From an optimization exercise on the open Yosys and OpenROAD flow, aimed at small area and a short achievable clock period; shortcuts taken in it are not production practice. Function was checked by simulation only, so behaviour that the tests miss may differ from the original.

## flow/design.v (module list and top-level ports; edited modules follow where they fit)
// module ex2_1: 1860 lines
// module ex2_1_fa: 4 lines
// module ex2_1_ha: 4 lines
// module ex2_1_pgi: 4 lines
// module ex2_1_pgn: 4 lines
// module ex2_1_x: 3 lines
// module ex2_1_xn: 3 lines
module ex2_1 (
	      input 		  clk, rst, validi,
	      input [31:0] 	  data_in,
	      output logic 	  valido,
	      output logic [31:0] data_out
	      );
  // ...
==> flow/flow/run.sh <==
#!/bin/bash
# The standard layout, except that the port buffers are plain buf_2 cells rather
# than the delay cells buffer_ports picks by default. make's full output goes to flow_make.log.
set -euo pipefail
bash standard.sh "BUFFER_PORTS_ARGS=-buffer_cell sky130_fd_sc_hd__buf_2" finish > flow_make.log 2>&1
==> flow/standard.sh <==
#!/bin/bash
# synth_recipe.tcl (not shown) runs the flow's synth.tcl, then flattens the netlist and writes it again
# the make line also repeats each setting of config.mk as NAME=value (left out here)
make -C /OpenROAD-flow-scripts/flow DESIGN_CONFIG=/design/flow/config.mk WORK_HOME=/design/flow/orfs CLKGATE_MAP_FILE= SYNTH_SCRIPT=/design/flow/synth_recipe.tcl "${@:-finish}"
==> flow/config.mk <==
export PLATFORM = sky130hd
export DESIGN_NAME = ex2_1
export DESIGN_NICKNAME = ex2_1
export VERILOG_FILES = /design/flow/design.v
export SDC_FILE = /design/flow/constraint.sdc
export NUM_CORES = 4
export LEC_CHECK = 0
export CAP_MARGIN = 20
export CORE_MARGIN = 2
export CORE_UTILIZATION = 40
export SETUP_SLACK_MARGIN = 4.4
export SLEW_MARGIN = 20
export SYNTH_HIERARCHICAL = 1
export TNS_END_PERCENT = 0
==> flow/constraint.sdc <==
create_clock -name core_clock -period 8.0 [get_ports {clk}]
set_input_delay 1.6000 -clock core_clock [delete_from_list [all_inputs] [get_ports {clk}]]
set_output_delay 1.6000 -clock core_clock [all_outputs]
set_load 0.01 [all_outputs]
==> results.yml, run 1 <==
cts:
  cts_resized: 109
  clk_pin_slew_ps: 70
  insertion_delay_ps: 460
die:
  pin_count: 68
  die-area_um2: 41000
  die_w_um: 203
worst_setup_path:
  arrival_ps: 4090
  reg2reg_to: "q97$_DFF_P_"
  r2r-start: "a[11]$_DFF_P_"
  crit_path_cell_trace: "buf_12 -> a22oi_2 -> xnor2_2 -> fa_1 -> fa_2 -> xnor2_2 -> xnor3_1 -> xnor3_1 -> xnor3_1 -> xnor3_1"
  critPathLaunchType: "input port"
placed_design:
  gp_congestion: 0.891
  pre_cts_slack_ps: 3320
final_layout:
  design_area_um2: 17600
  fill_cells: 3623
  multi_input_gates: 1118
  final_net_count: 1784
  reg_top3: "a x32, data_out x32, cnt x2"
  multi_input_area_share: 0.681
global_route:
  met1_usage: 0.336
  grtUsageMet3: 0.0575
  grt_use_total: 0.241
sta:
  slew-limit-headroom: 0.465
  maxSlewViolCount: 0
  final.min_clock_period_ps: 3750
status:
  status: "finished clean"
synthesis:
  syn_inst: 1458
detailed_routing:
  drt_pre_antenna_iters: 6
  drt_iter0_markers: 1050
run:
  timing.max_cap.violations: 0
==> run 2, diff against run 1 <==
--- a/flow/design.v
+++ b/flow/design.v
@@ -776,54 +776,54 @@
    wire c643;
    wire s644;
    wire c645;
    wire s646;
    wire c647;
    wire s648;
    wire s649;
    wire s650;
-   wire c651;
-   wire s652;
-   wire c653;
-   wire s654;
-   wire c655;
-   wire s656;
-   wire c657;
-   wire s658;
-   wire c659;
-   wire s660;
-   wire c661;
-   wire s662;
-   wire c663;
-   wire s664;
-   wire c665;
-   wire s666;
-   wire c667;
-   wire s668;
-   wire c669;
-   wire s670;
-   wire c671;
-   wire s672;
-   wire c673;
-   wire s674;
-   wire c675;
-   wire s676;
-   wire c677;
-   wire s678;
-   wire c679;
-   wire s680;
-   wire c681;
-   wire s682;
-   wire c683;
-   wire s684;
-   wire c685;
-   wire s686;
+   wire s651;
+   wire c652;
+   wire s653;
+   wire c654;
+   wire s655;
+   wire c656;
+   wire s657;
+   wire c658;
+   wire s659;
+   wire c660;
+   wire s661;
+   wire c662;
+   wire s663;
+   wire c664;
+   wire s665;
+   wire c666;
+   wire s667;
+   wire c668;
+   wire s669;
+   wire c670;
+   wire s671;
+   wire c672;
+   wire s673;
+   wire c674;
+   wire s675;
+   wire c676;
+   wire s677;
+   wire c678;
+   wire s679;
+   wire c680;
+   wire s681;
+   wire c682;
+   wire s683;
+   wire c684;
+   wire s685;
+   wire c686;
    wire s687;
-   wire c688;
+   wire s688;
    wire s689;
    wire c690;
    wire s691;
    wire c692;
    wire s693;
    wire c694;
    wire s695;
    wire c696;
@@ -863,79 +863,83 @@
    wire c730;
    wire s731;
    wire c732;
    wire s733;
    wire c734;
    wire s735;
    wire c736;
    wire s737;
-   wire s738;
-   wire c739;
+   wire c738;
+   wire s739;
    wire s740;
-   wire c741;
-   wire s742;
-   wire c743;
-   wire s744;
-   wire c745;
-   wire s746;
-   wire c747;
-   wire s748;
-   wire c749;
-   wire s750;
-   wire c751;
-   wire s752;
-   wire c753;
-   wire s754;
-   wire c755;
-   wire s756;
-   wire c757;
-   wire s758;
-   wire c759;
-   wire s760;
-   wire c761;
-   wire s762;
-   wire c763;
-   wire s764;
-   wire c765;
-   wire s766;
-   wire c767;
-   wire s768;
-   wire c769;
-   wire s770;
-   wire c771;
-   wire s772;
-   wire c773;
-   wire s774;
-   wire c775;
-   wire s776;
-   wire c777;
-   wire s778;
-   wire c779;
-   wire s780;
-   wire c781;
-   wire s782;
-   wire c783;
-   wire s784;
-   wire c785;
-   wire s786;
-   wire c787;
-   wire s788;
-   wire c789;
-   wire s790;
-   wire c791;
-   wire s792;
-   wire c793;
-   wire s794;
-   wire c795;
-   wire s796;
-   wire c797;
-   wire s798;
-   wire c799;
-   wire s800;
+   wire s741;
+   wire c742;
+   wire s743;
+   wire c744;
+   wire s745;
+   wire c746;
+   wire s747;
+   wire c748;
+   wire s749;
+   wire c750;
+   wire s751;
+   wire c752;
+   wire s753;
+   wire c754;
+   wire s755;
+   wire c756;
+   wire s757;
+   wire c758;
+   wire s759;
+   wire c760;
+   wire s761;
+   wire c762;
+   wire s763;
+   wire c764;
+   wire s765;
+   wire c766;
+   wire s767;
+   wire c768;
+   wire s769;
+   wire c770;
+   wire s771;
+   wire c772;
+   wire s773;
+   wire c774;
+   wire s775;
+   wire c776;
+   wire s777;
+   wire c778;
+   wire s779;
+   wire c780;
+   wire s781;
+   wire c782;
+   wire s783;
+   wire c784;
+   wire s785;
+   wire c786;
+   wire s787;
+   wire c788;
+   wire s789;
+   wire c790;
+   wire s791;
+   wire c792;
+   wire s793;
+   wire c794;
+   wire s795;
+   wire c796;
+   wire s797;
+   wire c798;
+   wire s799;
+   wire c800;
+   wire s801;
+   wire c802;
+   wire s803;
+   wire s804;
    wire [31:0] ra, rb;
    wire [31:0] g0, p0, sum;
    wire xg1, xp1;
    wire xg2, xp2;
    wire xg3, xp3;
    wire xg4, xp4;
    wire xg5, xp5;
    wire xg6, xp6;
@@ -1115,21 +1119,21 @@
       q86 <= c564;
       q87 <= s581;
       q88 <= s583;
       q89 <= s601;
       q90 <= c582;
       q91 <= c584;
       q92 <= s603;
       q93 <= s605;
-      q94 <= s615;
-      q95 <= s616;
-      q96 <= c604;
-      q97 <= s617;
-      q98 <= c606;
+      q94 <= c604;
+      q95 <= s615;
+      q96 <= c606;
+      q97 <= s616;
+      q98 <= s617;
       data_out <= sum;
    end
    assign bo0 = a[0] ^ 1'b0;
    assign bt0 = (a[1] & ~a[0] & ~1'b0) | (~a[1] & a[0] & 1'b0);
    assign bn0 = a[1] & ~(a[0] & 1'b0);
    assign pp1 = ((bo0 & data_in[0]) | (bt0 & 1'b0)) ^ bn0;
    assign pp2 = ((bo0 & data_in[1]) | (bt0 & data_in[0])) ^ bn0;
    assign pp3 = ((bo0 & data_in[2]) | (bt0 & data_in[1])) ^ bn0;
@@ -1609,123 +1613,127 @@
    ex2_1_fa us591 (.a(pp215), .b(pp229), .c(pp241), .s(s591), .co(c592));
    ex2_1_fa us593 (.a(pp251), .b(pp259), .c(pp265), .s(s593), .co(c594));
    ex2_1_fa us595 (.a(pp269), .b(pp271), .c(c566), .s(s595), .co(c596));
    ex2_1_fa us597 (.a(c568), .b(c570), .c(c572), .s(s597), .co(c598));
    ex2_1_fa us599 (.a(c574), .b(s585), .c(s587), .s(s599), .co(c600));
    ex2_1_fa us601 (.a(s589), .b(s591), .c(s593), .s(s601), .co(c602));
    ex2_1_fa us603 (.a(c576), .b(c578), .c(c580), .s(s603), .co(c604));
    ex2_1_fa us605 (.a(s595), .b(s597), .c(s599), .s(s605), .co(c606));
-   assign s607 = pp32 ^ pp62 ^ pp90;
-   assign s608 = pp116 ^ pp140 ^ pp162;
-   assign s609 = pp182 ^ pp200 ^ pp216;
-   assign s610 = pp230 ^ pp242 ^ pp252;
-   assign s611 = pp260 ^ pp266 ^ pp270;
-   assign s612 = pp272 ^ c586 ^ c588;
-   assign s613 = c590 ^ c592 ^ c594;
-   assign s614 = s607 ^ s608 ^ s609;
-   assign s615 = s610 ^ s611 ^ c596;
-   assign s616 = c598 ^ s612 ^ s613;
-   assign s617 = s614 ^ c600 ^ c602;
+   ex2_1_fa us607 (.a(pp32), .b(pp62), .c(pp90), .s(s607), .co());
+   ex2_1_fa us608 (.a(pp116), .b(pp140), .c(pp162), .s(s608), .co());
+   ex2_1_fa us609 (.a(pp182), .b(pp200), .c(pp216), .s(s609), .co());
+   ex2_1_fa us610 (.a(pp230), .b(pp242), .c(pp252), .s(s610), .co());
+   ex2_1_fa us611 (.a(pp260), .b(pp266), .c(pp270), .s(s611), .co());
+   ex2_1_fa us612 (.a(pp272), .b(c586), .c(c588), .s(s612), .co());
+   ex2_1_fa us613 (.a(c590), .b(c592), .c(c594), .s(s613), .co());
+   ex2_1_fa us614 (.a(s607), .b(s608), .c(s609), .s(s614), .co());
+   ex2_1_fa us615 (.a(s610), .b(s611), .c(c596), .s(s615), .co());
+   ex2_1_fa us616 (.a(c598), .b(c600), .c(c602), .s(s616), .co());
+   ex2_1_fa us617 (.a(s612), .b(s613), .c(s614), .s(s617), .co());
    ex2_1_ha us618 (.a(q44), .b(q45), .s(s618), .co(c619));
    ex2_1_ha us620 (.a(q49), .b(q50), .s(s620), .co(c621));
    ex2_1_ha us622 (.a(q53), .b(q54), .s(s622), .co(c623));
    ex2_1_ha us624 (.a(q57), .b(q58), .s(s624), .co(c625));
    ex2_1_ha us626 (.a(q61), .b(q62), .s(s626), .co(c627));
    ex2_1_ha us628 (.a(q65), .b(q66), .s(s628), .co(c629));
    ex2_1_ha us630 (.a(q69), .b(q70), .s(s630), .co(c631));
    ex2_1_fa us632 (.a(q73), .b(q74), .c(q75), .s(s632), .co(c633));
    ex2_1_ha us634 (.a(q76), .b(q77), .s(s634), .co(c635));
    ex2_1_fa us636 (.a(q79), .b(q80), .c(q81), .s(s636), .co(c637));
    ex2_1_ha us638 (.a(q82), .b(q83), .s(s638), .co(c639));
    ex2_1_fa us640 (.a(q84), .b(q85), .c(q86), .s(s640), .co(c641));
    ex2_1_ha us642 (.a(q87), .b(q88), .s(s642), .co(c643));
    ex2_1_fa us644 (.a(q89), .b(q90), .c(q91), .s(s644), .co(c645));
    ex2_1_ha us646 (.a(q92), .b(q93), .s(s646), .co(c647));
-   assign s648 = q94 ^ q95 ^ q96;
-   assign s649 = q97 ^ q98;
-   ex2_1_ha us650 (.a(q22), .b(q23), .s(s650), .co(c651));
-   ex2_1_ha us652 (.a(q26), .b(q27), .s(s652), .co(c653));
-   ex2_1_ha us654 (.a(q29), .b(q30), .s(s654), .co(c655));
-   ex2_1_ha us656 (.a(q32), .b(q33), .s(s656), .co(c657));
-   ex2_1_ha us658 (.a(q35), .b(q36), .s(s658), .co(c659));
-   ex2_1_ha us660 (.a(q38), .b(q39), .s(s660), .co(c661));
-   ex2_1_ha us662 (.a(q41), .b(q42), .s(s662), .co(c663));
-   ex2_1_fa us664 (.a(q46), .b(q47), .c(q48), .s(s664), .co(c665));
-   ex2_1_fa us666 (.a(q51), .b(q52), .c(c619), .s(s666), .co(c667));
-   ex2_1_fa us668 (.a(q55), .b(q56), .c(c621), .s(s668), .co(c669));
-   ex2_1_fa us670 (.a(q59), .b(q60), .c(c623), .s(s670), .co(c671));
-   ex2_1_fa us672 (.a(q63), .b(q64), .c(c625), .s(s672), .co(c673));
-   ex2_1_fa us674 (.a(q67), .b(q68), .c(c627), .s(s674), .co(c675));
-   ex2_1_fa us676 (.a(q71), .b(q72), .c(c629), .s(s676), .co(c677));
-   ex2_1_fa us678 (.a(q78), .b(c631), .c(s634), .s(s678), .co(c679));
-   ex2_1_fa us680 (.a(c635), .b(s638), .c(c633), .s(s680), .co(c681));
-   ex2_1_fa us682 (.a(c639), .b(s642), .c(c637), .s(s682), .co(c683));
-   ex2_1_fa us684 (.a(c643), .b(s646), .c(c641), .s(s684), .co(c685));
-   assign s686 = c647 ^ s649 ^ c645;
-   ex2_1_ha us687 (.a(q7), .b(q8), .s(s687), .co(c688));
-   ex2_1_ha us689 (.a(q10), .b(q11), .s(s689), .co(c690));
-   ex2_1_ha us691 (.a(q12), .b(q13), .s(s691), .co(c692));
-   ex2_1_ha us693 (.a(q14), .b(q15), .s(s693), .co(c694));
-   ex2_1_ha us695 (.a(q16), .b(q17), .s(s695), .co(c696));
-   ex2_1_ha us697 (.a(q18), .b(q19), .s(s697), .co(c698));
-   ex2_1_ha us699 (.a(q20), .b(q21), .s(s699), .co(c700));
-   ex2_1_fa us701 (.a(q24), .b(q25), .c(s650), .s(s701), .co(c702));
-   ex2_1_fa us703 (.a(q28), .b(c651), .c(s652), .s(s703), .co(c704));
-   ex2_1_fa us705 (.a(q31), .b(c653), .c(s654), .s(s705), .co(c706));
-   ex2_1_fa us707 (.a(q34), .b(c655), .c(s656), .s(s707), .co(c708));
-   ex2_1_fa us709 (.a(q37), .b(c657), .c(s658), .s(s709), .co(c710));
-   ex2_1_fa us711 (.a(q40), .b(c659), .c(s660), .s(s711), .co(c712));
-   ex2_1_fa us713 (.a(q43), .b(c661), .c(s662), .s(s713), .co(c714));
-   ex2_1_fa us715 (.a(c663), .b(s618), .c(s664), .s(s715), .co(c716));
-   ex2_1_fa us717 (.a(s620), .b(c665), .c(s666), .s(s717), .co(c718));
-   ex2_1_fa us719 (.a(s622), .b(c667), .c(s668), .s(s719), .co(c720));
-   ex2_1_fa us721 (.a(s624), .b(c669), .c(s670), .s(s721), .co(c722));
-   ex2_1_fa us723 (.a(s626), .b(c671), .c(s672), .s(s723), .co(c724));
-   ex2_1_fa us725 (.a(s628), .b(c673), .c(s674), .s(s725), .co(c726));
-   ex2_1_fa us727 (.a(s630), .b(c675), .c(s676), .s(s727), .co(c728));
-   ex2_1_fa us729 (.a(s632), .b(c677), .c(s678), .s(s729), .co(c730));
-   ex2_1_fa us731 (.a(s636), .b(c679), .c(s680), .s(s731), .co(c732));
-   ex2_1_fa us733 (.a(s640), .b(c681), .c(s682), .s(s733), .co(c734));
-   ex2_1_fa us735 (.a(s644), .b(c683), .c(s684), .s(s735), .co(c736));
-   assign s737 = s648 ^ c685 ^ s686;
-   ex2_1_fa us738 (.a(q0), .b(q1), .c(data_in[0]), .s(s738), .co(c739));
-   ex2_1_ha us740 (.a(q2), .b(data_in[1]), .s(s740), .co(c741));
-   ex2_1_ha us742 (.a(q3), .b(data_in[2]), .s(s742), .co(c743));
-   ex2_1_ha us744 (.a(q4), .b(data_in[3]), .s(s744), .co(c745));
-   ex2_1_ha us746 (.a(q5), .b(data_in[4]), .s(s746), .co(c747));
-   ex2_1_ha us748 (.a(q6), .b(data_in[5]), .s(s748), .co(c749));
-   ex2_1_fa us750 (.a(s687), .b(q9), .c(data_in[6]), .s(s750), .co(c751));
-   ex2_1_fa us752 (.a(c688), .b(s689), .c(data_in[7]), .s(s752), .co(c753));
-   ex2_1_fa us754 (.a(c690), .b(s691), .c(data_in[8]), .s(s754), .co(c755));
-   ex2_1_fa us756 (.a(c692), .b(s693), .c(data_in[9]), .s(s756), .co(c757));
-   ex2_1_fa us758 (.a(c694), .b(s695), .c(data_in[10]), .s(s758), .co(c759));
-   ex2_1_fa us760 (.a(c696), .b(s697), .c(data_in[11]), .s(s760), .co(c761));
-   ex2_1_fa us762 (.a(c698), .b(s699), .c(data_in[12]), .s(s762), .co(c763));
-   ex2_1_fa us764 (.a(c700), .b(s701), .c(data_in[13]), .s(s764), .co(c765));
-   ex2_1_fa us766 (.a(c702), .b(s703), .c(data_in[14]), .s(s766), .co(c767));
-   ex2_1_fa us768 (.a(c704), .b(s705), .c(data_in[15]), .s(s768), .co(c769));
-   ex2_1_fa us770 (.a(c706), .b(s707), .c(data_in[16]), .s(s770), .co(c771));
-   ex2_1_fa us772 (.a(c708), .b(s709), .c(data_in[17]), .s(s772), .co(c773));
-   ex2_1_fa us774 (.a(c710), .b(s711), .c(data_in[18]), .s(s774), .co(c775));
-   ex2_1_fa us776 (.a(c712), .b(s713), .c(data_in[19]), .s(s776), .co(c777));
-   ex2_1_fa us778 (.a(c714), .b(s715), .c(data_in[20]), .s(s778), .co(c779));
-   ex2_1_fa us780 (.a(c716), .b(s717), .c(data_in[21]), .s(s780), .co(c781));
-   ex2_1_fa us782 (.a(c718), .b(s719), .c(data_in[22]), .s(s782), .co(c783));
-   ex2_1_fa us784 (.a(c720), .b(s721), .c(data_in[23]), .s(s784), .co(c785));
-   ex2_1_fa us786 (.a(c722), .b(s723), .c(data_in[24]), .s(s786), .co(c787));
-   ex2_1_fa us788 (.a(c724), .b(s725), .c(data_in[25]), .s(s788), .co(c789));
-   ex2_1_fa us790 (.a(c726), .b(s727), .c(data_in[26]), .s(s790), .co(c791));
-   ex2_1_fa us792 (.a(c728), .b(s729), .c(data_in[27]), .s(s792), .co(c793));
-   ex2_1_fa us794 (.a(c730), .b(s731), .c(data_in[28]), .s(s794), .co(c795));
-   ex2_1_fa us796 (.a(c732), .b(s733), .c(data_in[29]), .s(s796), .co(c797));
-   ex2_1_fa us798 (.a(c734), .b(s735), .c(data_in[30]), .s(s798), .co(c799));
-   assign s800 = c736 ^ s737 ^ data_in[31];
-   assign ra = {c799, c797, c795, c793, c791, c789, c787, c785, c783, c781, c779, c777, c775, c773, c771, c769, c767, c765, c763, c761, c759, c757, c755, c753, c751, c749, c747, c745, c743, c741, c739, s738};
-   assign rb = {s800, s798, s796, s794, s792, s790, s788, s786, s784, s782, s780, s778, s776, s774, s772, s770, s768, s766, s764, s762, s760, s758, s756, s754, s752, s750, s748, s746, s744, s742, s740, 1'b0};
+   assign s648 = q94 ^ q95;
+   assign s649 = q96 ^ s648;
+   assign s650 = q97 ^ q98;
+   ex2_1_ha us651 (.a(q22), .b(q23), .s(s651), .co(c652));
+   ex2_1_ha us653 (.a(q26), .b(q27), .s(s653), .co(c654));
+   ex2_1_ha us655 (.a(q29), .b(q30), .s(s655), .co(c656));
+   ex2_1_ha us657 (.a(q32), .b(q33), .s(s657), .co(c658));
+   ex2_1_ha us659 (.a(q35), .b(q36), .s(s659), .co(c660));
+   ex2_1_ha us661 (.a(q38), .b(q39), .s(s661), .co(c662));
+   ex2_1_ha us663 (.a(q41), .b(q42), .s(s663), .co(c664));
+   ex2_1_fa us665 (.a(q46), .b(q47), .c(q48), .s(s665), .co(c666));
+   ex2_1_fa us667 (.a(q51), .b(q52), .c(c619), .s(s667), .co(c668));
+   ex2_1_fa us669 (.a(q55), .b(q56), .c(c621), .s(s669), .co(c670));
+   ex2_1_fa us671 (.a(q59), .b(q60), .c(c623), .s(s671), .co(c672));
+   ex2_1_fa us673 (.a(q63), .b(q64), .c(c625), .s(s673), .co(c674));
+   ex2_1_fa us675 (.a(q67), .b(q68), .c(c627), .s(s675), .co(c676));
+   ex2_1_fa us677 (.a(q71), .b(q72), .c(c629), .s(s677), .co(c678));
+   ex2_1_fa us679 (.a(q78), .b(c631), .c(s634), .s(s679), .co(c680));
+   ex2_1_fa us681 (.a(c635), .b(s638), .c(c633), .s(s681), .co(c682));
+   ex2_1_fa us683 (.a(c639), .b(s642), .c(c637), .s(s683), .co(c684));
+   ex2_1_fa us685 (.a(c643), .b(s646), .c(c641), .s(s685), .co(c686));
+   assign s687 = c647 ^ s650;
+   assign s688 = c645 ^ s687;
+   ex2_1_ha us689 (.a(q7), .b(q8), .s(s689), .co(c690));
+   ex2_1_ha us691 (.a(q10), .b(q11), .s(s691), .co(c692));
+   ex2_1_ha us693 (.a(q12), .b(q13), .s(s693), .co(c694));
+   ex2_1_ha us695 (.a(q14), .b(q15), .s(s695), .co(c696));
+   ex2_1_ha us697 (.a(q16), .b(q17), .s(s697), .co(c698));
+   ex2_1_ha us699 (.a(q18), .b(q19), .s(s699), .co(c700));
+   ex2_1_ha us701 (.a(q20), .b(q21), .s(s701), .co(c702));
+   ex2_1_fa us703 (.a(q24), .b(q25), .c(s651), .s(s703), .co(c704));
+   ex2_1_fa us705 (.a(q28), .b(c652), .c(s653), .s(s705), .co(c706));
+   ex2_1_fa us707 (.a(q31), .b(c654), .c(s655), .s(s707), .co(c708));
+   ex2_1_fa us709 (.a(q34), .b(c656), .c(s657), .s(s709), .co(c710));
+   ex2_1_fa us711 (.a(q37), .b(c658), .c(s659), .s(s711), .co(c712));
+   ex2_1_fa us713 (.a(q40), .b(c660), .c(s661), .s(s713), .co(c714));
+   ex2_1_fa us715 (.a(q43), .b(c662), .c(s663), .s(s715), .co(c716));
+   ex2_1_fa us717 (.a(c664), .b(s618), .c(s665), .s(s717), .co(c718));
+   ex2_1_fa us719 (.a(s620), .b(c666), .c(s667), .s(s719), .co(c720));
+   ex2_1_fa us721 (.a(s622), .b(c668), .c(s669), .s(s721), .co(c722));
+   ex2_1_fa us723 (.a(s624), .b(c670), .c(s671), .s(s723), .co(c724));
+   ex2_1_fa us725 (.a(s626), .b(c672), .c(s673), .s(s725), .co(c726));
+   ex2_1_fa us727 (.a(s628), .b(c674), .c(s675), .s(s727), .co(c728));
+   ex2_1_fa us729 (.a(s630), .b(c676), .c(s677), .s(s729), .co(c730));
+   ex2_1_fa us731 (.a(s632), .b(c678), .c(s679), .s(s731), .co(c732));
+   ex2_1_fa us733 (.a(s636), .b(c680), .c(s681), .s(s733), .co(c734));
+   ex2_1_fa us735 (.a(s640), .b(c682), .c(s683), .s(s735), .co(c736));
+   ex2_1_fa us737 (.a(s644), .b(c684), .c(s685), .s(s737), .co(c738));
+   assign s739 = s649 ^ s688;
+   assign s740 = c686 ^ s739;
+   ex2_1_fa us741 (.a(q0), .b(q1), .c(data_in[0]), .s(s741), .co(c742));
+   ex2_1_ha us743 (.a(q2), .b(data_in[1]), .s(s743), .co(c744));
+   ex2_1_ha us745 (.a(q3), .b(data_in[2]), .s(s745), .co(c746));
+   ex2_1_ha us747 (.a(q4), .b(data_in[3]), .s(s747), .co(c748));
+   ex2_1_ha us749 (.a(q5), .b(data_in[4]), .s(s749), .co(c750));
+   ex2_1_ha us751 (.a(q6), .b(data_in[5]), .s(s751), .co(c752));
+   ex2_1_fa us753 (.a(s689), .b(q9), .c(data_in[6]), .s(s753), .co(c754));
+   ex2_1_fa us755 (.a(c690), .b(s691), .c(data_in[7]), .s(s755), .co(c756));
+   ex2_1_fa us757 (.a(c692), .b(s693), .c(data_in[8]), .s(s757), .co(c758));
+   ex2_1_fa us759 (.a(c694), .b(s695), .c(data_in[9]), .s(s759), .co(c760));
+   ex2_1_fa us761 (.a(c696), .b(s697), .c(data_in[10]), .s(s761), .co(c762));
+   ex2_1_fa us763 (.a(c698), .b(s699), .c(data_in[11]), .s(s763), .co(c764));
+   ex2_1_fa us765 (.a(c700), .b(s701), .c(data_in[12]), .s(s765), .co(c766));
+   ex2_1_fa us767 (.a(c702), .b(s703), .c(data_in[13]), .s(s767), .co(c768));
+   ex2_1_fa us769 (.a(c704), .b(s705), .c(data_in[14]), .s(s769), .co(c770));
+   ex2_1_fa us771 (.a(c706), .b(s707), .c(data_in[15]), .s(s771), .co(c772));
+   ex2_1_fa us773 (.a(c708), .b(s709), .c(data_in[16]), .s(s773), .co(c774));
+   ex2_1_fa us775 (.a(c710), .b(s711), .c(data_in[17]), .s(s775), .co(c776));
+   ex2_1_fa us777 (.a(c712), .b(s713), .c(data_in[18]), .s(s777), .co(c778));
+   ex2_1_fa us779 (.a(c714), .b(s715), .c(data_in[19]), .s(s779), .co(c780));
+   ex2_1_fa us781 (.a(c716), .b(s717), .c(data_in[20]), .s(s781), .co(c782));
+   ex2_1_fa us783 (.a(c718), .b(s719), .c(data_in[21]), .s(s783), .co(c784));
+   ex2_1_fa us785 (.a(c720), .b(s721), .c(data_in[22]), .s(s785), .co(c786));
+   ex2_1_fa us787 (.a(c722), .b(s723), .c(data_in[23]), .s(s787), .co(c788));
+   ex2_1_fa us789 (.a(c724), .b(s725), .c(data_in[24]), .s(s789), .co(c790));
+   ex2_1_fa us791 (.a(c726), .b(s727), .c(data_in[25]), .s(s791), .co(c792));
+   ex2_1_fa us793 (.a(c728), .b(s729), .c(data_in[26]), .s(s793), .co(c794));
+   ex2_1_fa us795 (.a(c730), .b(s731), .c(data_in[27]), .s(s795), .co(c796));
+   ex2_1_fa us797 (.a(c732), .b(s733), .c(data_in[28]), .s(s797), .co(c798));
+   ex2_1_fa us799 (.a(c734), .b(s735), .c(data_in[29]), .s(s799), .co(c800));
+   ex2_1_fa us801 (.a(c736), .b(s737), .c(data_in[30]), .s(s801), .co(c802));
+   assign s803 = data_in[31] ^ s740;
+   assign s804 = c738 ^ s803;
+   assign ra = {c802, c800, c798, c796, c794, c792, c790, c788, c786, c784, c782, c780, c778, c776, c774, c772, c770, c768, c766, c764, c762, c760, c758, c756, c754, c752, c750, c748, c746, c744, c742, s741};
+   assign rb = {s804, s801, s799, s797, s795, s793, s791, s789, s787, s785, s783, s781, s779, s777, s775, s773, s771, s769, s767, s765, s763, s761, s759, s757, s755, s753, s751, s749, s747, s745, s743, 1'b0};
    assign g0 = ra & rb;
    assign p0 = ra ^ rb;
    ex2_1_pgi ug1 (.gh(g0[1]), .ph(p0[1]), .gl(g0[0]), .pl(1'b1), .gn(xg1), .pn(xp1));
    ex2_1_pgi ug2 (.gh(g0[3]), .ph(p0[3]), .gl(g0[2]), .pl(p0[2]), .gn(xg2), .pn(xp2));
    ex2_1_pgi ug3 (.gh(g0[5]), .ph(p0[5]), .gl(g0[4]), .pl(p0[4]), .gn(xg3), .pn(xp3));
    ex2_1_pgi ug4 (.gh(g0[7]), .ph(p0[7]), .gl(g0[6]), .pl(p0[6]), .gn(xg4), .pn(xp4));
    ex2_1_pgi ug5 (.gh(g0[9]), .ph(p0[9]), .gl(g0[8]), .pl(p0[8]), .gn(xg5), .pn(xp5));
    ex2_1_pgi ug6 (.gh(g0[11]), .ph(p0[11]), .gl(g0[10]), .pl(p0[10]), .gn(xg6), .pn(xp6));
==> flow/flow/run.sh (replaced) <==
#!/bin/bash
# The standard layout, with two changes: the port buffers are plain buf_2 cells rather
# than the delay cells buffer_ports picks by default, and timing repair may resize a cell to
# any drive strength (MATCH_CELL_FOOTPRINT=0), not only to cells of the same footprint.
# make's full output goes to flow_make.log.
set -euo pipefail
bash standard.sh "BUFFER_PORTS_ARGS=-buffer_cell sky130_fd_sc_hd__buf_2" MATCH_CELL_FOOTPRINT=0 finish > flow_make.log 2>&1
==> results.yml, run 2 <==
cts:
  root_buffer: "clkbuf_16"
  insertion_delay_ps: 460
  cts_tree: "built"
  cts-buffers-inserted: 17
  cts_sinks: 166
  cts.path.max_buffers: 2
  h-tree-depth: 4
  cts_hold_buf: 0
  clk_pin_slew_ps: 70
detailed_routing:
  drc_errors: 0
  routed_wl_um: 48000
  ant_nets: 0
  routedWlPerCell_um: 24.3
  vias: 11200
  via_per_inst: 5.69
  drt_iter0_markers: 1099
  drt_pre_antenna_iters: 6
worst_setup_path:
  crit_cells: 7
  cp_common_cell: "fa_2"
  worst-setup-path-type: "input port to flip-flop"
  cp_slowest_cell: "buf_4"
  cp_slowest_stage_delay_ps: 430
  reg2reg_depth: 13
  critPathCaptureType: "flip-flop"
  path_buf_inv: 1
  critPathLaunchType: "input port"
  path_delay_family: "adder cells"
  arrival_ps: 4030
  startpoint: "data_in[2]"
  crit_path_cell_trace: "buf_4 -> a22oi_2 -> xnor2_2 -> fa_2 -> fa_2 -> fa_2 -> fa_1"
  required_ps: 8340
  crit_fanout: 32
  r2r-start: "q79$_DFF_P_"
placed_design:
  dp.cells: 1940
  gp_congestion: 0.857
  placed_cell_area_um2: 16500
  io_buffers: 67
  dp_hpwl_um: 34300
final_layout:
  final_net_count: 1789
  layoutNonFillerInstCount: 1974
  drive_above_1_share: 0.164
  final_core_util: 0.446
  fill_cells: 3666
  layout.cells.most_common_list: "288 x xnor2_1, 230 x fa_1, 213 x a22oi_1"
  reg_top3: "a x32, data_out x32, cnt x2"
  area_growth_pct: 9.29
  layout_commonest_cell: "xnor2_1"
  design_area_um2: 17300
die:
  die-area_um2: 41300
  core.rowCount: 72
  die_y_um: 203
  die_w_um: 203
  initial_core_util: 0.408
  pin_count: 68
  coreArea_um2: 38900
sta:
  tns_ps: 0
  worst_pin_slew_ps: 1080
  holdWs_ps: 440
  final.min_clock_period_ps: 3700
  finalSetupViolCount: 0
  maxSlewViolCount: 0
  slew-limit-headroom: 0.283
  finalCritPeriodShare: 0.462
  final-hold-violation-count: 0
  rsz0062_at_grt: "yes"
  fmax_mhz: 270
  worst_clock_skew_ps: 12.9
hold_path:
  hold_path_class: "flip-flop to flip-flop"
  min_from: "cnt[0]$_DFF_PP0_"
  whs_path_depth: 1
global_route:
  grt_pass1_vias: 11700
  grt_pass1_wl_um: 73700
  grt_use_total: 0.240
  overflow: 0
  grt_max_degree: 64
  antenna_found_initial: 1
synthesis:
  synthesis.area_um2: 15900
  synth_warnings: 7
  syn_inst: 1462
  synth_area_per_cell_um2: 10.9
run:
  timing.max_cap.violations: 0
status:
  status: "finished clean"
[run 2: final timing paths]
| check | to | slack [ps] |
|---|---|---|
| max | q43$_DFF_P_ | 4300 |
| min | cnt[0]$_DFF_PP0_ | 440 |
| max reg2reg | data_out[31]$_DFF_P_ | 4310 |
| min reg2reg | cnt[0]$_DFF_PP0_ | 440 |
| max in group asynchronous | cnt[1]$_DFF_PP0_ | 6870 |
| min in group asynchronous | cnt[0]$_DFF_PP0_ | 1000 |
[run 2: area by class of cell]
type                       count  area (µm²)  area share
timing repair buffer          82         534      0.0308
multi-input combinational   1119       12000       0.691
tap                          518         648      0.0374
antenna                        1        2.50    0.000144
sequential                   166        3340       0.193
inverter                      56         216      0.0125
clock inverter                12         141     0.00815
clock buffer                  20         467      0.0269
[run 2: repair_timing]
item	CTS	global route
endpoints found under the setup margin	87	71
setup buffers	1	0
resized for setup	45	16
pin swaps	2	0
[run 2: through the flow]
stage | setup slack, ps
final | 4300
after global routing | 4210
after CTS | 4320
after detailed placement | 3560
after global placement | 3560
after floorplan | 4250
[run 2: per-layer routing]
layer / global-route usage / wire (µm)
met3: 0.0553 / 4420
met1: 0.335 / 21000
met4: 0.0660 / 871
met2: 0.373 / 21700
met5: 0 / 0
[run 2: worst register-to-register path, stage by stage, from the launching register on]
cell and delay [ps]:
dfxtp_1 340, fa_2 400, fa_1 510, fa_1 440, fa_1 580, ha_4 240, a21oi_4 180, o21ai_2 80
a21oi_2 180, o21ai_2 100, a21oi_4 220, inv_1 90, a21oi_2 140, xnor2_1 80
==> run 3, diff against run 2 <==
--- a/flow/config.mk
+++ b/flow/config.mk
@@ -10,3 +10,3 @@
 export CORE_UTILIZATION = 40
-export SETUP_SLACK_MARGIN = 4.4
+export SETUP_SLACK_MARGIN = 4.8
 export SLEW_MARGIN = 20
==> results.yml, run 3 <==
status:
  status: "finished clean"
sta:
  worst_clock_skew_ps: 12.9
  fmax_mhz: 270
  finalCritPeriodShare: 0.462
  final.min_clock_period_ps: 3700
  maxSlewViolCount: 0
  tns_ps: 0
  finalSetupViolCount: 0
  final-hold-violation-count: 0
  worst_pin_slew_ps: 1080
  slew-limit-headroom: 0.283
  rsz0062_at_grt: "yes"
detailed_routing:
  routed_wl_um: 48000
  routedWlPerCell_um: 24.3
  drt_iter0_markers: 1099
  ant_nets: 0
  drc_errors: 0
  vias: 11200
  via_per_inst: 5.69
  drt_pre_antenna_iters: 6
synthesis:
  synthesis.area_um2: 15900
  syn_inst: 1462
  synth_warnings: 7
  synth_area_per_cell_um2: 10.9
worst_setup_path:
  cp_common_cell: "fa_2"
  crit_path_cell_trace: "buf_4 -> a22oi_2 -> xnor2_2 -> fa_2 -> fa_2 -> fa_2 -> fa_1"
  reg2reg_to: "data_out[31]$_DFF_P_"
  r2r-start: "q79$_DFF_P_"
  reg2reg_depth: 13
  critPathLaunchType: "input port"
  path_buf_inv: 1
  r2r_slack_ps: 4310
  path_delay_family: "adder cells"
  cp_slowest_stage_delay_ps: 430
  worst-setup-path-type: "input port to flip-flop"
  crit_fanout: 32
  critPathCaptureType: "flip-flop"
  cp_slowest_cell: "buf_4"
  arrival_ps: 4030
  required_ps: 8340
cts:
  root_buffer: "clkbuf_16"
  cts-buffers-inserted: 17
  clk_pin_slew_ps: 70
  h-tree-depth: 4
  cts.path.max_buffers: 2
  insertion_delay_ps: 460
  cts_hold_buf: 0
  cts_tree: "built"
  cts_sinks: 166
global_route:
  grt_pass1_vias: 11700
  grtUsageMet2: 0.373
  grt_pass1_wl_um: 73700
  antenna_found_initial: 1
  overflow: 0
  top_usage_layer: "met2"
  grtUsageMet3: 0.0553
  grt_max_degree: 64
  met1_usage: 0.335
  grt_use_total: 0.240
run:
  timing.max_cap.violations: 0
final_layout:
  final_net_count: 1789
  layout.cells.most_common_list: "288 x xnor2_1, 230 x fa_1, 213 x a22oi_1"
  fill_cells: 3666
  final_core_util: 0.446
  layout_commonest_cell: "xnor2_1"
  drive_above_1_share: 0.164
  layoutNonFillerInstCount: 1974
  reg_top3: "a x32, data_out x32, cnt x2"
  design_area_um2: 17300
  area_growth_pct: 9.29
placed_design:
  placed_cell_area_um2: 16500
  gp_congestion: 0.857
  dp_hpwl_um: 34300
  io_buffers: 67
  dp.cells: 1940
hold_path:
  min_from: "cnt[0]$_DFF_PP0_"
  hold_path_class: "flip-flop to flip-flop"
  whs_endpoint: "cnt[0]$_DFF_PP0_"
  whs_path_depth: 1
die:
  die-area_um2: 41300
  die_w_um: 203
  initial_core_util: 0.408
  coreArea_um2: 38900
  core.rowCount: 72
  pin_count: 68
  die_y_um: 203
-- run 3: per-stage QoR --
step	hold slack [ps]	setup slack, ps
2_1_floorplan	363	4250
3_3_place_gp	418	3560
3_5_place_dp	435	3560
4_1_cts	444	4320
5_1_grt	471	4210
6_report	440	4300
-- run 3: final cells by class --
cell class                      instances  area (µm²)  area share
Timing Repair Buffer                   82         534      0.0308
Multi-Input combinational cell       1119       12000       0.691
Tap cell                              518         648      0.0374
Clock buffer                           20         467      0.0269
Antenna cell                            1        2.50    0.000144
Clock inverter                         12         141     0.00815
Inverter                               56         216      0.0125
Sequential cell                       166        3340       0.193
-- run 3: repair_timing --
action / 4_1_cts / 5_1_grt
pin swaps: 2 / 0
endpoints found under the setup margin: 114 / 106
setup buffers: 1 / 0
gates resized for setup: 45 / 16
cloned: 0 / 0
-- run 3: worst max path at each step --
stage	start	end	depth (start not counted)	slack, ps
after CTS	q79$_DFF_P_	data_out[31]$_DFF_P_	13	4320
after floorplan	data_in[3]	q43$_DFF_P_	8	4250
after detailed placement	data_in[8]	data_out[29]$_DFF_P_	11	3560
after global routing	q44$_DFF_P_	data_out[23]$_DFF_P_	13	4210
final	data_in[2]	q43$_DFF_P_	7	4300
after global placement	data_in[0]	data_out[31]$_DFF_P_	11	3560
-- run 3: per-layer routing --
metal | vias up | routed length (µm)
met4 | 0 | 871
met3 | 69 | 4420
met1 | 5709 | 21000
li1 | 4899 | -
met2 | 560 | 21700
met5 | - | 0
-- run 3: worst register-to-register path: stages (launching register included) --
cell and delay, ps:
dfxtp_1 340, fa_2 400, fa_1 510, fa_1 440
fa_1 580, ha_4 240, a21oi_4 180, o21ai_2 80
a21oi_2 180, o21ai_2 100, a21oi_4 220, inv_1 90
a21oi_2 140, xnor2_1 80
==> run 4, diff against run 3 <==
==> flow/flow/run.sh (replaced) <==
#!/bin/bash
# The standard layout, except that the port buffers are plain buf_2 cells rather
# than the delay cells buffer_ports picks by default. make's full output goes to flow_make.log.
set -euo pipefail
bash standard.sh "BUFFER_PORTS_ARGS=-buffer_cell sky130_fd_sc_hd__buf_2" finish > flow_make.log 2>&1
--- a/flow/config.mk
+++ b/flow/config.mk
@@ -10,3 +10,3 @@
 export CORE_UTILIZATION = 40
-export SETUP_SLACK_MARGIN = 4.8
+export SETUP_SLACK_MARGIN = 4.2
 export SLEW_MARGIN = 20
==> results.yml, run 4 <==
status:
  status: "finished clean"
worst_setup_path:
  crit_path_cell_trace: "buf_4 -> fa_1 -> ha_1 -> nand2_1 -> nor2_1 -> nand2_1 -> o21ai_2 -> a21oi_2 -> inv_1 -> a21oi_2 -> xnor2_1"
  path_delay_family: "adder cells"
  r2r_slack_ps: 4290
  crit_fanout: 25
  r2r-start: "q79$_DFF_P_"
  crit_cells: 11
  critPathLaunchType: "input port"
  critPathCaptureType: "flip-flop"
  reg2reg_to: "data_out[31]$_DFF_P_"
  endpoint: "data_out[29]$_DFF_P_"
  startpoint: "data_in[9]"
  reg2reg_depth: 13
  arrival_ps: 4110
  path_buf_inv: 2
  required_ps: 8330
  cp_slowest_stage_delay_ps: 490
  worst-setup-path-type: "input port to flip-flop"
  cp_slowest_cell: "fa_1"
die:
  die_w_um: 203
  coreArea_um2: 38900
  pin_count: 68
  die_y_um: 203
  initial_core_util: 0.408
  core.rowCount: 72
  die-area_um2: 41300
detailed_routing:
  drc_errors: 0
  vias: 11200
  drt_pre_antenna_iters: 5
  drt_iter0_markers: 1050
  via_per_inst: 5.67
  routedWlPerCell_um: 23.7
  routed_wl_um: 46800
  ant_nets: 0
final_layout:
  area_growth_pct: 8.45
  reg_top3: "a x32, data_out x32, cnt x2"
  n_antenna_cell: 0
  drive_above_1_share: 0.151
  layout.cells.most_common_list: "289 x xnor2_1, 233 x fa_1, 222 x a22oi_1"
  final_net_count: 1792
  layout_commonest_cell: "xnor2_1"
sta:
  tns_ps: 0
  rsz0062_at_grt: "yes"
  worst_pin_slew_ps: 1090
  fin_ws_ps: 4220
  worst_clock_skew_ps: 18.1
  final.min_clock_period_ps: 3780
  final-hold-violation-count: 0
  finalSetupViolCount: 0
  finalCritPeriodShare: 0.472
  fmax_mhz: 265
  maxSlewViolCount: 0
  slew-limit-headroom: 0.277
cts:
  cts_sinks: 166
  root_buffer: "clkbuf_16"
  cts_tree: "built"
  cts-buffers-inserted: 17
  clk_pin_slew_ps: 60
  insertion_delay_ps: 460
  h-tree-depth: 4
  cts_hold_buf: 0
  cts.path.max_buffers: 2
placed_design:
  gp_congestion: 0.865
  dp_hpwl_um: 32800
  pre_cts_slack_ps: 3370
  io_buffers: 67
synthesis:
  synth_warnings: 7
  syn_inst: 1462
  synth_area_per_cell_um2: 10.9
  synthesis.area_um2: 15900
global_route:
  grt_max_degree: 64
  grt_use_total: 0.234
  antenna_found_initial: 0
  grt_pass1_wl_um: 72200
  grt_pass1_vias: 11700
  overflow: 0
run:
  timing.max_cap.violations: 0
hold_path:
  hold_path_class: "flip-flop to flip-flop"
[run 4: worst reg2reg max path: cells and delay by family (launching register included)]
family                     cells  cell delay (ps)
adders and majority gates      5             2250
AOI/OAI and AO/OA              6              840
DFF                            1              360
buffers and inverters          1               80
xor gates and xnor gates       1               80
[run 4: per-layer routing]
| metal | GRT usage | routed length, µm | vias up |
|---|---|---|---|
| li1 | - | - | 4901 |
| met1 | 0.332 | 20300 | 5662 |
| met2 | 0.365 | 21500 | 551 |
| met3 | 0.0428 | 4100 | 83 |
| met4 | 0.0652 | 929 | 0 |
| met5 | 0 | 0 | - |
[run 4: area by class of cell]
| type | instances | area [µm²] |
|---|---|---|
| multi-input combinational | 1120 | 11900 |
| sequential | 166 | 3340 |
| inverter | 56 | 213 |
| timing repair buffer | 84 | 526 |
| fill | 3654 | 21700 |
| clock inverter | 13 | 196 |
| clock buffer | 18 | 439 |
| tap | 518 | 648 |
[run 4: stage by stage]
step	cell area (µm²)	std cells	util	hold slack, ps
4_1_cts	17100	1969	0.440	439
5_1_grt	17200	1975	0.442	459
2_1_floorplan	15900	1463	-	363
3_5_place_dp	16400	1937	0.422	430
3_3_place_gp	16400	1937	0.422	419
6_report	17200	1975	0.442	434
[run 4: timing repair]
item,CTS,global route
setup buffers,0,6
endpoints found under the setup margin,49,45
resized for setup,18,11
pin swaps,1,3
gates cloned,1,0
[run 4: worst min-delay path by stage]
stage,startpoint,end,slack [ps],depth (start not counted)
6_report,cnt[0]$_DFF_PP0_,cnt[0]$_DFF_PP0_,430,1
3_3_place_gp,cnt[0]$_DFF_PP0_,cnt[0]$_DFF_PP0_,420,1
4_1_cts,cnt[0]$_DFF_PP0_,cnt[0]$_DFF_PP0_,440,1
3_5_place_dp,cnt[0]$_DFF_PP0_,cnt[0]$_DFF_PP0_,430,1
2_1_floorplan,a[1]$_DFF_P_,q0$_DFF_P_,360,0
5_1_grt,cnt[0]$_DFF_PP0_,cnt[0]$_DFF_PP0_,460,1
==> run 5, diff against run 4 <==
--- a/flow/config.mk
+++ b/flow/config.mk
@@ -10,3 +10,3 @@
 export CORE_UTILIZATION = 40
-export SETUP_SLACK_MARGIN = 4.2
+export SETUP_SLACK_MARGIN = 4.4
 export SLEW_MARGIN = 20
==> results.yml, run 5 <==
worst_setup_path:
  critPathLaunchType: "input port"
  cp_slowest_cell: "fa_1"
  critPathCaptureType: "flip-flop"
  r2r-start: "q79$_DFF_P_"
  path_delay_family: "adder cells"
  crit_path_cell_trace: "buf_4 -> inv_1 -> a21oi_1 -> a21oi_1 -> fa_1 -> fa_1 -> fa_2 -> fa_1"
  reg2reg_depth: 13
  required_ps: 8330
  reg2reg_to: "data_out[31]$_DFF_P_"
  worst-setup-path-type: "input port to flip-flop"
  path_buf_inv: 2
  r2r_slack_ps: 4340
  cp_common_cell: "fa_1"
  arrival_ps: 4010
  cp_slowest_stage_delay_ps: 460
  crit_fanout: 34
global_route:
  grt_use_total: 0.240
  grt_pass1_wl_um: 73400
  antenna_found_initial: 2
  grt_max_degree: 65
  overflow: 0
  grt_pass1_vias: 11600
sta:
  maxSlewViolCount: 0
  finalCritPeriodShare: 0.460
  rsz0062_at_grt: "yes"
  worst_clock_skew_ps: 14.1
  tns_ps: 0
  fin_ws_ps: 4320
  final.min_clock_period_ps: 3680
  worst_pin_slew_ps: 1110
  slew-limit-headroom: 0.263
  finalSetupViolCount: 0
  fmax_mhz: 272
  final-hold-violation-count: 0
detailed_routing:
  routed_wl_um: 48000
  vias: 11300
  via_per_inst: 5.73
  drt_iter0_markers: 1147
  ant_nets: 0
  routedWlPerCell_um: 24.3
  drt_pre_antenna_iters: 6
  drc_errors: 0
die:
  core.rowCount: 72
  die_y_um: 203
  coreArea_um2: 38900
  die_w_um: 203
  pin_count: 68
  die-area_um2: 41300
  initial_core_util: 0.408
hold_path:
  min_from: "cnt[0]$_DFF_PP0_"
  hold_path_class: "flip-flop to flip-flop"
  whs_endpoint: "cnt[0]$_DFF_PP0_"
  whs_path_depth: 1
final_layout:
  n_antenna_cell: 0
  layout_commonest_cell: "xnor2_1"
  area_growth_pct: 9.29
  fill_cells: 3667
  layoutNonFillerInstCount: 1971
  reg_top3: "a x32, data_out x32, cnt x2"
  drive_above_1_share: 0.165
  layout.cells.most_common_list: "287 x xnor2_1, 229 x fa_1, 217 x a22oi_1"
  final_net_count: 1787
cts:
  cts.path.max_buffers: 2
  cts_tree: "built"
  h-tree-depth: 4
  cts_sinks: 166
  root_buffer: "clkbuf_16"
  cts_hold_buf: 0
  clk_pin_slew_ps: 70
  cts-buffers-inserted: 17
  insertion_delay_ps: 460
synthesis:
  synth_area_per_cell_um2: 10.9
  synthesis.area_um2: 15900
  syn_inst: 1462
  synth_warnings: 7
placed_design:
  dp.cells: 1938
  pre_cts_slack_ps: 3540
  dp_hpwl_um: 34000
  gp_congestion: 0.885
  io_buffers: 67
status:
  status: "finished clean"
run:
  timing.max_cap.violations: 0
## run 5: metal layers
layer | track usage | vias up | share of wire
met5 | 0 | - | 0.00027
met4 | 0.0743 | 2 | 0.022
met3 | 0.0593 | 81 | 0.097
met2 | 0.363 | 566 | 0.45
met1 | 0.339 | 5760 | 0.43
li1 | - | 4878 | -
## run 5: area by class of cell
| cell class | count | area, µm² | share of cell area |
|---|---|---|---|
| multi-input combinational | 1119 | 12000 | 0.692 |
| clock inverter | 11 | 134 | 0.00772 |
| sequential | 166 | 3340 | 0.193 |
| clock buffer | 21 | 482 | 0.0278 |
| inverter | 56 | 218 | 0.0126 |
| tap | 518 | 648 | 0.0374 |
| timing repair buffer | 80 | 513 | 0.0296 |
## run 5: how the worst max path moves through the flow
stage / from / endpoint / slack [ps] / cells after the start
floorplan: data_in[6] / q43$_DFF_P_ / 4240 / 8
global placement: data_in[7] / data_out[31]$_DFF_P_ / 3560 / 11
detailed placement: data_in[2] / q43$_DFF_P_ / 3540 / 7
CTS: q79$_DFF_P_ / data_out[31]$_DFF_P_ / 4270 / 13
global route: data_in[1] / q6$_DFF_P_ / 4260 / 8
finish: data_in[1] / q6$_DFF_P_ / 4320 / 8
## run 5: what timing repair did
| item | CTS | global route |
|---|---|---|
| gates cloned | 0 | 0 |
| gates resized for setup | 26 | 38 |
| pin swaps | 2 | 5 |
| setup endpoints to repair | 83 | 70 |
| buffers inserted | 0 | 1 |
## run 5: metrics by stage
stage | utilization | cell area (µm²) | hold slack (ps)
finish | 0.446 | 17300 | 438
global placement | 0.423 | 16500 | 419
global route | 0.446 | 17300 | 466
floorplan | - | 16000 | 363
detailed placement | 0.423 | 16500 | 424
CTS | 0.441 | 17200 | 443
==> run 6, diff against run 5 <==
--- a/flow/config.mk
+++ b/flow/config.mk
@@ -10,2 +10,4 @@
 export CORE_UTILIZATION = 40
+export GPL_ROUTABILITY_DRIVEN = 0
+export PLACE_DENSITY = 0.8
 export SETUP_SLACK_MARGIN = 4.4
==> results.yml, run 6 <==
status:
  status: "finished clean"
final_layout:
  area_growth_pct: 8.82
  design_area_um2: 17300
  layout_commonest_cell: "xnor2_1"
  n_antenna_cell: 0
  final_net_count: 1789
  reg_top3: "a x32, data_out x32, cnt x2"
  layoutNonFillerInstCount: 1973
  layout.cells.most_common_list: "289 x xnor2_1, 230 x fa_1, 217 x a22oi_1"
  drive_above_1_share: 0.157
detailed_routing:
  drt_pre_antenna_iters: 7
  drt_iter0_markers: 1273
  via_per_inst: 5.76
  routed.top_layer: "met4"
  drc_errors: 0
  met1_length_um: 17700
  vias: 11400
  ant_nets: 0
  routed_wl_um: 44700
  wl_met3_um: 4120
  routedWlPerCell_um: 22.6
  met2WireLength_um: 21200
sta:
  finalSetupViolCount: 0
  final-hold-violation-count: 0
  fmax_mhz: 265
  fin_ws_ps: 4230
  finalCritPeriodShare: 0.471
  maxSlewViolCount: 0
  worst_clock_skew_ps: 13.0
  rsz0062_at_grt: "yes"
  slew-limit-headroom: 0.260
  worst_pin_slew_ps: 1100
  final.min_clock_period_ps: 3770
  tns_ps: 0
worst_setup_path:
  reg2reg_depth: 8
  critPathLaunchType: "input port"
  critPathCaptureType: "flip-flop"
  arrival_ps: 4150
  startpoint: "data_in[0]"
  r2r_slack_ps: 4240
  worst-setup-path-type: "input port to flip-flop"
  r2r-start: "a[3]$_DFF_P_"
  required_ps: 8380
  crit_fanout: 35
cts:
  h-tree-depth: 4
  cts_sinks: 166
  cts.path.max_buffers: 2
  root_buffer: "clkbuf_16"
  cts-buffers-inserted: 17
  cts_tree: "built"
  clk_pin_slew_ps: 70
  insertion_delay_ps: 460
global_route:
  antenna_found_initial: 0
  grt_max_degree: 68
  grt_use_total: 0.222
  grt_pass1_vias: 12000
  overflow: 0
  grt_pass1_wl_um: 69800
die:
  initial_core_util: 0.408
  pin_count: 68
  core.rowCount: 72
  coreArea_um2: 38900
  die-area_um2: 41300
  die_w_um: 203
  die_y_um: 203
hold_path:
  hold_path_class: "flip-flop to flip-flop"
  whs_path_depth: 1
  min_from: "cnt[0]$_DFF_PP0_"
run:
  timing.max_cap.violations: 0
synthesis:
  synth_warnings: 7
  syn_inst: 1462
  synth_area_per_cell_um2: 10.9
  synthesis.area_um2: 15900
placed_design:
  pre_cts_slack_ps: 3350
  dp.cells: 1937
  placed_cell_area_um2: 16400
  io_buffers: 67
  dp_hpwl_um: 32500
run 6: cell types whose count changed in the layout (fill, tap and decap cells not counted), moves of 3 or more:
cell        delta
nor2_2         -4
buf_6          -5
a21oi_4        -3
clkbuf_4       +4
o21ai_2        +3
nor2_1         +5
buf_4          -3
clkinvlp_4     -5
o21ai_4        -4
inv_8          +5
a21oi_2        +3
clkinv_2       +3
run 6: path summary, 6_finish.rpt:
path | endpoint
setup / recovery | data_out[25]$_DFF_P_
hold / removal | cnt[0]$_DFF_PP0_
setup reg to reg | q43$_DFF_P_
hold reg to reg | cnt[0]$_DFF_PP0_
max in group asynchronous | cnt[0]$_DFF_PP0_
min in group asynchronous | cnt[1]$_DFF_PP0_
run 6: final cells by class:
type | count | area [µm²]
Timing Repair Buffer | 81 | 542
Multi-Input combinational cell | 1120 | 11900
Sequential cell | 166 | 3340
Fill cell | 3501 | 21600
Tap cell | 518 | 648
Inverter | 56 | 213
Clock inverter | 13 | 161
Clock buffer | 19 | 443
run 6: critical path, stage by stage:
cell and delay [ps]:
buf_4 240, fa_1 450, ha_1 240, a21oi_4 270, o21ai_2 200, a21oi_2 320
inv_1 200, a21oi_4 250, inv_1 80, a21oi_2 130, xnor2_1 130
run 6: per-layer routing:
layer,global-route usage,vias to the layer above
met2,0.359,704
met3,0.0457,95
met5,0,-
met1,0.288,5668
met4,0.0959,0
li1,-,4890
run 6: per-stage QoR:
| step | hold WS (ps) | util |
|---|---|---|
| 2_1_floorplan | 363 | - |
| 3_3_place_gp | 419 | 0.422 |
| 3_5_place_dp | 425 | 0.422 |
| 4_1_cts | 435 | 0.442 |
| 5_1_grt | 476 | 0.444 |
| 6_report | 434 | 0.444 |
run 6: timing repair:
action                                  4_1_cts  5_1_grt
hold buffers                                  0        0
pin swaps                                     4        6
endpoints found under the setup margin      101       72
gates resized for setup                      27       15
setup buffers                                 1        1
gates cloned                                  1        0

==> afterwards: timing with drivers on the ports <==
How much do the figures lean on ideal ports? The routed layouts below were timed once more, with nothing changed but the port constraints. Step 1 sets driving cells, clkbuf_16 on the clock port and buf_2 on the other inputs (assumed; they add their load-dependent delay and slew). Step 2 also shifts input and output timing later by t, the mid clock arrival at the registers, as if the neighbouring blocks saw the same clock. Three values: ideal, step 1, step 2; two values: the first two.
run | t (ns) | setup slack, ns | clock arrival spread, ns
run 1 | 0.508 | 4.245 / 4.239 / 3.731 | 0.015 / 0.016
run 2 | 0.506 | 4.302 / 4.310 / 3.817 | 0.013 / 0.013
run 3 | 0.506 | 4.302 / 4.310 / 3.817 | 0.013 / 0.013
run 4 | 0.502 | 4.222 / 4.252 / 3.750 | 0.020 / 0.019
run 5 | 0.503 | 4.317 / 4.337 / 3.843 | 0.015 / 0.016
run 6 | 0.512 | 4.233 / 4.241 / 3.753 | 0.013 / 0.013
After both steps every run listed still meets setup and hold. The setup slack of run 1, which loses most, moves by -0.006 ns with the drivers and by -0.514 ns with both steps.
